This design comes from an exercise in tuning for small area on the open sky130 flow, not from production work. Function was checked by simulation only, so behaviour that the tests miss may differ from the original. Power and IR drop assume default switching activity.

== oak ==
==> flow/design.v <==
`timescale 1ns / 1ps
module srl_oneshot(
		input clk250_i,
		input rst_i,
		input valid_i,
		input trig_i,
		output hold_o,
		output scal_o
    );
	reg flag;
	reg [15:0] delay_line;
	always @(posedge clk250_i) begin
		if (rst_i) flag <= 1'b0;
		else if (trig_i) flag <= 1'b1;
		else if (delay_line[15] && valid_i) flag <= 1'b0;
		delay_line <= {delay_line[14:0],trig_i};
	end
	assign scal_o = flag;
	assign hold_o = delay_line[1];
endmodule
`timescale 1ns / 1ps
module srl_oneshot_with_ref(
		input clk250_i,
		input rst_i,
		input valid_i,
		input pulse_i,
		input trig_i,
		output mon_scal_o,
		output scal_o
    );
	reg [1:0] mon_flag_reg;
	reg mon_flag;
	reg flag;
	reg [15:0] delay_line;
	reg [15:0] mon_delay_line;
	wire mon_edge = mon_flag_reg[0] && !mon_flag_reg[1];
	always @(posedge clk250_i) begin
		if (rst_i) begin
			mon_flag_reg[1] <= 1'b1;
			mon_flag <= 1'b0;
			flag <= 1'b0;
		end else begin
			mon_flag_reg[1] <= mon_flag_reg[0];
			if (mon_edge) mon_flag <= 1'b1;
			else if (mon_delay_line[15] && valid_i) mon_flag <= 1'b0;
			if (trig_i) flag <= 1'b1;
			else if (delay_line[15] && valid_i) flag <= 1'b0;
		end
		mon_flag_reg[0] <= flag & pulse_i;
		mon_delay_line <= {mon_delay_line[14:0],mon_edge};
		delay_line <= {delay_line[14:0],trig_i};
	end
	assign scal_o = flag;
	assign mon_scal_o = mon_flag;
endmodule
`timescale 1ns / 1ps
module ANITA3_trigger_holdoff(
		input clk250_i,
		input rst_i,
		input trig_i,
		output holdoff_o
    );
	reg holdoff_div_2;
	reg [3:0] holdoff_counter;
	wire [4:0] holdoff_counter_plus_one = holdoff_counter + 1;
	reg trigger_holdoff;
	reg clear_holdoff;
	always @(posedge clk250_i) begin
		if (rst_i) begin
			trigger_holdoff <= 0;
			holdoff_div_2 <= 0;
			holdoff_counter <= {4{1'b0}};
			clear_holdoff <= 0;
		end else begin
			if (clear_holdoff) trigger_holdoff <= 0;
			else if (trig_i) trigger_holdoff <= 1;
			if (!trigger_holdoff) holdoff_div_2 <= 0;
			else holdoff_div_2 <= ~holdoff_div_2;
			if (!trigger_holdoff) holdoff_counter <= {4{1'b0}};
			else if (holdoff_div_2) holdoff_counter <= holdoff_counter_plus_one;
			clear_holdoff <= holdoff_counter_plus_one[4];
		end
	end
	assign holdoff_o = trigger_holdoff;
endmodule
`timescale 1ns / 1ps
module ANITA3_simple_trigger_map(
		input clk250_i,
		input rst_i,
		input [47:0] L1_i,
		input [31:0] mask_i,
		output [15:0] V_pol_phi_o,
		output [15:0] H_pol_phi_o
    );
	wire [15:0] V_in;
	wire [15:0] H_in;
	assign V_in[0]  = L1_i[4*2+0];  assign V_in[4]  = L1_i[4*2+1];
	assign H_in[0]  = L1_i[4*2+2];  assign H_in[4]  = L1_i[4*2+3];
	assign V_in[2]  = L1_i[4*3+0];  assign V_in[6]  = L1_i[4*3+1];
	assign H_in[2]  = L1_i[4*3+2];  assign H_in[6]  = L1_i[4*3+3];
	assign V_in[1]  = L1_i[4*4+0];  assign V_in[5]  = L1_i[4*4+1];
	assign H_in[1]  = L1_i[4*4+2];  assign H_in[5]  = L1_i[4*4+3];
	assign V_in[3]  = L1_i[4*5+0];  assign V_in[7]  = L1_i[4*5+1];
	assign H_in[3]  = L1_i[4*5+2];  assign H_in[7]  = L1_i[4*5+3];
	assign V_in[15] = L1_i[4*6+0];  assign V_in[11] = L1_i[4*6+1];
	assign H_in[15] = L1_i[4*6+2];  assign H_in[11] = L1_i[4*6+3];
	assign V_in[13] = L1_i[4*7+0];  assign V_in[9]  = L1_i[4*7+1];
	assign H_in[13] = L1_i[4*7+2];  assign H_in[9]  = L1_i[4*7+3];
	assign V_in[14] = L1_i[4*8+0];  assign V_in[10] = L1_i[4*8+1];
	assign H_in[14] = L1_i[4*8+2];  assign H_in[10] = L1_i[4*8+3];
	assign V_in[12] = L1_i[4*9+0];  assign V_in[8]  = L1_i[4*9+1];
	assign H_in[12] = L1_i[4*9+2];  assign H_in[8]  = L1_i[4*9+3];
	reg [15:0] V_pol_phi_reg;
	reg [15:0] H_pol_phi_reg;
	reg [15:0] V_pol_phi_pipe;
	reg [15:0] H_pol_phi_pipe;
	always @(posedge clk250_i) begin
		if (rst_i) begin
			V_pol_phi_reg <= 16'd0;
			H_pol_phi_reg <= 16'd0;
			V_pol_phi_pipe <= 16'd0;
			H_pol_phi_pipe <= 16'd0;
		end else begin
			V_pol_phi_reg <= V_in & ~mask_i[15:0];
			H_pol_phi_reg <= H_in & ~mask_i[31:16];
			V_pol_phi_pipe <= V_pol_phi_reg;
			H_pol_phi_pipe <= H_pol_phi_reg;
		end
	end
	assign V_pol_phi_o = V_pol_phi_pipe;
	assign H_pol_phi_o = H_pol_phi_pipe;
endmodule
`timescale 1ns / 1ps
module ANITA3_simple_trigger( clk250_i,
										rst_i,
										L1_i,
										trig_o,
										scal_o,
										scal_L1_o,
										disable_i,
										refpulse_i,
										mon_scal_o,
										ant_mask_i,
										phi_mask_i,
										phi_o,
										count_o
										);
	input clk250_i;
	input rst_i;
	input [47:0] L1_i;
	input [31:0] ant_mask_i;
	input [31:0] phi_mask_i;
	output trig_o;
	output [31:0] phi_o;
	output [31:0] scal_o;
	output [31:0] scal_L1_o;
	input refpulse_i;
	output [31:0] mon_scal_o;
	output [7:0] count_o;
	input disable_i;
	wire [15:0] V_pol_phi;
	wire [15:0] H_pol_phi;
	wire [15:0] V_pol_hold;
	wire [15:0] H_pol_hold;
	ANITA3_simple_trigger_map u_map(.clk250_i(clk250_i),
											  .rst_i(rst_i),
											  .mask_i(ant_mask_i),
											  .L1_i(L1_i),
											  .V_pol_phi_o(V_pol_phi),
											  .H_pol_phi_o(H_pol_phi));
	reg [4:0] rst_age;
	wire valid = rst_age[4];
	always @(posedge clk250_i) begin
		if (rst_i) rst_age <= 5'd0;
		else if (!rst_age[4]) rst_age <= rst_age + 5'd1;
	end
	reg [15:0] V_pol_trig;
	reg [15:0] H_pol_trig;
	reg [15:0] V_pol_pat;
	reg [15:0] H_pol_pat;
	reg rf_trigger;
	reg any_rf_trigger;
	reg [1:0] raw_rf_trigger;
	wire trigger_holdoff;
	reg [7:0] raw_rf_count;
	reg rf_count_flag;
	reg [7:0] rf_count;
	reg trig_disable;
	generate
		genvar i;
		for (i=0;i<16;i=i+1) begin : RF_TRIG
			srl_oneshot l1v_scaler(.clk250_i(clk250_i),.rst_i(rst_i),.valid_i(valid),.trig_i(V_pol_phi[i]),
													.hold_o(V_pol_hold[i]),.scal_o(scal_L1_o[i]));
			srl_oneshot l1h_scaler(.clk250_i(clk250_i),.rst_i(rst_i),.valid_i(valid),.trig_i(H_pol_phi[i]),
													.hold_o(H_pol_hold[i]),.scal_o(scal_L1_o[16+i]));
			srl_oneshot_with_ref v_scaler(.clk250_i(clk250_i),.rst_i(rst_i),.valid_i(valid),.trig_i(V_pol_trig[i]),.pulse_i(refpulse_i),
													.scal_o(scal_o[i]), .mon_scal_o(mon_scal_o[i]));
			srl_oneshot_with_ref h_scaler(.clk250_i(clk250_i),.rst_i(rst_i),.valid_i(valid),.trig_i(H_pol_trig[i]),.pulse_i(refpulse_i),
													.scal_o(scal_o[16+i]), .mon_scal_o(mon_scal_o[16+i]));
			always @(posedge clk250_i) begin
				if (rst_i) begin
					V_pol_trig[i] <= 1'b0;
					H_pol_trig[i] <= 1'b0;
				end else begin
					V_pol_trig[i] <= V_pol_phi[i] && V_pol_phi[(i+1)%16] && !phi_mask_i[i];
					H_pol_trig[i] <= H_pol_phi[i] && H_pol_phi[(i+1)%16] && !phi_mask_i[16+i];
				end
			end
		end
	endgenerate
	wire latch_pat = any_rf_trigger && !trigger_holdoff;
	wire pat_load = latch_pat & ~rst_i;
	wire pat_keep = ~latch_pat & ~rst_i;
	always @(posedge clk250_i) begin
		V_pol_pat <= (V_pol_hold & {16{pat_load}}) | (V_pol_pat & {16{pat_keep}});
		H_pol_pat <= (H_pol_hold & {16{pat_load}}) | (H_pol_pat & {16{pat_keep}});
	end
	always @(posedge clk250_i) begin
		if (rst_i) begin
			trig_disable <= 1'b0;
			any_rf_trigger <= 1'b0;
			rf_trigger <= 1'b0;
			raw_rf_trigger <= 2'b00;
			rf_count_flag <= 1'b0;
			raw_rf_count <= 8'd0;
			rf_count <= 8'd0;
		end else begin
			trig_disable <= disable_i;
			any_rf_trigger <= (|H_pol_trig) | (|V_pol_trig);
			rf_trigger <= latch_pat && !trig_disable;
			raw_rf_trigger <= {raw_rf_trigger[0],any_rf_trigger};
			rf_count_flag <= raw_rf_trigger[0] && !raw_rf_trigger[1];
			if (rf_count_flag) raw_rf_count <= raw_rf_count + 8'd1;
			if (rf_count_flag && trigger_holdoff) rf_count <= raw_rf_count;
		end
	end
	ANITA3_trigger_holdoff u_rf_holdoff(.clk250_i(clk250_i),
													.rst_i(rst_i),
													.trig_i(any_rf_trigger),
													.holdoff_o(trigger_holdoff));
	assign trig_o = rf_trigger;
	assign phi_o = {H_pol_pat,V_pol_pat};
	assign count_o = rf_count;
endmodule
Settings: LEC_CHECK=0, CAP_MARGIN=20, CORE_MARGIN=2, CORE_UTILIZATION=40, SLEW_MARGIN=20; clock period 4.0 ns.
standard.sh (not shown) runs the stock make flow with config.mk's settings and CLKGATE_MAP_FILE= SYNTH_SCRIPT=/design/flow/synth_recipe.tcl, a recipe that flattens the netlist after the stock synthesis.
==> flow/flow/run.sh <==
#!/bin/bash
# Standard ORFS layout with three changes: port buffers are buf_1, CTS uses
# clkbuf_8 sink clusters of up to 20 flops, and CTS adds no dummy loads.
set -euo pipefail
export BUFFER_PORTS_ARGS="-buffer_cell sky130_fd_sc_hd__buf_1"
export CTS_ARGS="-sink_clustering_enable -repair_clock_nets -buf_list sky130_fd_sc_hd__clkbuf_8 -sink_clustering_size 20 -sink_clustering_max_diameter 60 -dont_use_dummy_load"
bash standard.sh finish > standard_make.log 2>&1
#### Input delta (pine over oak)
--- a/flow/design.v
+++ b/flow/design.v
@@ -25,31 +25,32 @@
 		input valid_i,
 		input pulse_i,
 		input trig_i,
 		output mon_scal_o,
 		output scal_o
     );
-	reg [1:0] mon_flag_reg;
+	reg mon_x;
+	reg mon_edge;
 	reg mon_flag;
 	reg flag;
 	reg [15:0] delay_line;
 	reg [15:0] mon_delay_line;
-	wire mon_edge = mon_flag_reg[0] && !mon_flag_reg[1];
-	always @(posedge clk250_i) begin
-		if (rst_i) begin
-			mon_flag_reg[1] <= 1'b1;
+	wire x = flag & pulse_i;
+	always @(posedge clk250_i) begin
+		if (rst_i) begin
+			mon_edge <= 1'b0;
 			mon_flag <= 1'b0;
 			flag <= 1'b0;
 		end else begin
-			mon_flag_reg[1] <= mon_flag_reg[0];
+			mon_edge <= x && !mon_x;
 			if (mon_edge) mon_flag <= 1'b1;
 			else if (mon_delay_line[15] && valid_i) mon_flag <= 1'b0;
 			if (trig_i) flag <= 1'b1;
 			else if (delay_line[15] && valid_i) flag <= 1'b0;
 		end
-		mon_flag_reg[0] <= flag & pulse_i;
+		mon_x <= x;
 		mon_delay_line <= {mon_delay_line[14:0],mon_edge};
 		delay_line <= {delay_line[14:0],trig_i};
 	end
 	assign scal_o = flag;
 	assign mon_scal_o = mon_flag;
 endmodule
@@ -83,13 +84,12 @@
 	end
 	assign holdoff_o = trigger_holdoff;
 endmodule
 `timescale 1ns / 1ps
 module ANITA3_simple_trigger_map(
 		input clk250_i,
-		input rst_i,
 		input [47:0] L1_i,
 		input [31:0] mask_i,
 		output [15:0] V_pol_phi_o,
 		output [15:0] H_pol_phi_o
     );
 	wire [15:0] V_in;
@@ -112,23 +112,16 @@
 	assign H_in[12] = L1_i[4*9+2];  assign H_in[8]  = L1_i[4*9+3];
 	reg [15:0] V_pol_phi_reg;
 	reg [15:0] H_pol_phi_reg;
 	reg [15:0] V_pol_phi_pipe;
 	reg [15:0] H_pol_phi_pipe;
 	always @(posedge clk250_i) begin
-		if (rst_i) begin
-			V_pol_phi_reg <= 16'd0;
-			H_pol_phi_reg <= 16'd0;
-			V_pol_phi_pipe <= 16'd0;
-			H_pol_phi_pipe <= 16'd0;
-		end else begin
-			V_pol_phi_reg <= V_in & ~mask_i[15:0];
-			H_pol_phi_reg <= H_in & ~mask_i[31:16];
-			V_pol_phi_pipe <= V_pol_phi_reg;
-			H_pol_phi_pipe <= H_pol_phi_reg;
-		end
+		V_pol_phi_reg <= V_in & ~mask_i[15:0];
+		H_pol_phi_reg <= H_in & ~mask_i[31:16];
+		V_pol_phi_pipe <= V_pol_phi_reg;
+		H_pol_phi_pipe <= H_pol_phi_reg;
 	end
 	assign V_pol_phi_o = V_pol_phi_pipe;
 	assign H_pol_phi_o = H_pol_phi_pipe;
 endmodule
 `timescale 1ns / 1ps
 module ANITA3_simple_trigger( clk250_i,
@@ -160,22 +153,29 @@
 	input disable_i;
 	wire [15:0] V_pol_phi;
 	wire [15:0] H_pol_phi;
 	wire [15:0] V_pol_hold;
 	wire [15:0] H_pol_hold;
 	ANITA3_simple_trigger_map u_map(.clk250_i(clk250_i),
-											  .rst_i(rst_i),
 											  .mask_i(ant_mask_i),
 											  .L1_i(L1_i),
 											  .V_pol_phi_o(V_pol_phi),
 											  .H_pol_phi_o(H_pol_phi));
+	reg [1:0] rst_d;
+	always @(posedge clk250_i) rst_d <= {rst_d[0], rst_i};
+	wire rst_hold = rst_i | rst_d[0] | rst_d[1];
 	reg [4:0] rst_age;
-	wire valid = rst_age[4];
-	always @(posedge clk250_i) begin
-		if (rst_i) rst_age <= 5'd0;
-		else if (!rst_age[4]) rst_age <= rst_age + 5'd1;
+	reg valid;
+	always @(posedge clk250_i) begin
+		if (rst_i) begin
+			rst_age <= 5'd0;
+			valid <= 1'b0;
+		end else begin
+			if (!valid) rst_age <= rst_age + 5'd1;
+			if (rst_age == 5'd17) valid <= 1'b1;
+		end
 	end
 	reg [15:0] V_pol_trig;
 	reg [15:0] H_pol_trig;
 	reg [15:0] V_pol_pat;
 	reg [15:0] H_pol_pat;
 	reg rf_trigger;
@@ -186,22 +186,22 @@
 	reg rf_count_flag;
 	reg [7:0] rf_count;
 	reg trig_disable;
 	generate
 		genvar i;
 		for (i=0;i<16;i=i+1) begin : RF_TRIG
-			srl_oneshot l1v_scaler(.clk250_i(clk250_i),.rst_i(rst_i),.valid_i(valid),.trig_i(V_pol_phi[i]),
+			srl_oneshot l1v_scaler(.clk250_i(clk250_i),.rst_i(rst_hold),.valid_i(valid),.trig_i(V_pol_phi[i]),
 													.hold_o(V_pol_hold[i]),.scal_o(scal_L1_o[i]));
-			srl_oneshot l1h_scaler(.clk250_i(clk250_i),.rst_i(rst_i),.valid_i(valid),.trig_i(H_pol_phi[i]),
+			srl_oneshot l1h_scaler(.clk250_i(clk250_i),.rst_i(rst_hold),.valid_i(valid),.trig_i(H_pol_phi[i]),
 													.hold_o(H_pol_hold[i]),.scal_o(scal_L1_o[16+i]));
 			srl_oneshot_with_ref v_scaler(.clk250_i(clk250_i),.rst_i(rst_i),.valid_i(valid),.trig_i(V_pol_trig[i]),.pulse_i(refpulse_i),
 													.scal_o(scal_o[i]), .mon_scal_o(mon_scal_o[i]));
 			srl_oneshot_with_ref h_scaler(.clk250_i(clk250_i),.rst_i(rst_i),.valid_i(valid),.trig_i(H_pol_trig[i]),.pulse_i(refpulse_i),
 													.scal_o(scal_o[16+i]), .mon_scal_o(mon_scal_o[16+i]));
 			always @(posedge clk250_i) begin
-				if (rst_i) begin
+				if (rst_hold) begin
 					V_pol_trig[i] <= 1'b0;
 					H_pol_trig[i] <= 1'b0;
 				end else begin
 					V_pol_trig[i] <= V_pol_phi[i] && V_pol_phi[(i+1)%16] && !phi_mask_i[i];
 					H_pol_trig[i] <= H_pol_phi[i] && H_pol_phi[(i+1)%16] && !phi_mask_i[16+i];
 				end
## What came out
- Going from oak to pine, cell area after technology mapping went down by 350 um2, utilization picked up an extra 0.23 points.
- In the tables for oak and pine, fmax reads higher with pine.
- The count of distinct cell types in the synthesized netlist in oak is 0.941 times that in pine.
- On total length of routed wires: between oak and pine, it ends up higher for oak.
- In pine, the filler cell count came out 93 below the value in oak.
- From oak to pine the numbers moved as follows: CTS buffer count fell 1; layout sequential cell count about even; fraction of power spent switching nets ~0 delta.
- pine vs oak, met1 usage went down by 1.5 points.
- [pine] worst setup slack rose 0.061 ns relative to oak
- pine has total power draw above what oak had.
- On mux cell area share after synthesis, oak and pine are basically level.
- Comparing pine with oak, the post-synthesis adder-cell area fraction came out essentially unchanged.

-- port drivers added, routing unchanged --
Ports are ideal in the flow. The routed layouts listed here were re-timed in OpenROAD. Step 1, drivers: a clkbuf_16 drives clk250_i and a buf_2 each remaining input, both assumed. Step 2 times the ports against the registers' clock, not the clock port: input delays grow and output delays shrink by t, the midpoint of the rising clock arrivals with the driver on. Slacks: ideal / step 1 / step 2; pairs: ideal / step 1.
run | t (ns) | setup WS [ns] | hold WS [ns] | worst slew at a driven data input, ns | cell pins on the clock port's net
oak | 0.777 | 1.672 / 1.612 / 1.795 | 0.162 / 0.127 / 0.253 | 0.16 | 1
pine | 0.784 | 1.733 / 1.676 / 1.423 | 0.160 / 0.125 / 0.270 | 0.10 | 1
After both steps setup and hold are still met in every run listed. The setup slack of pine, which loses most, moves by -0.057 ns with the drivers and by -0.310 ns with both steps.
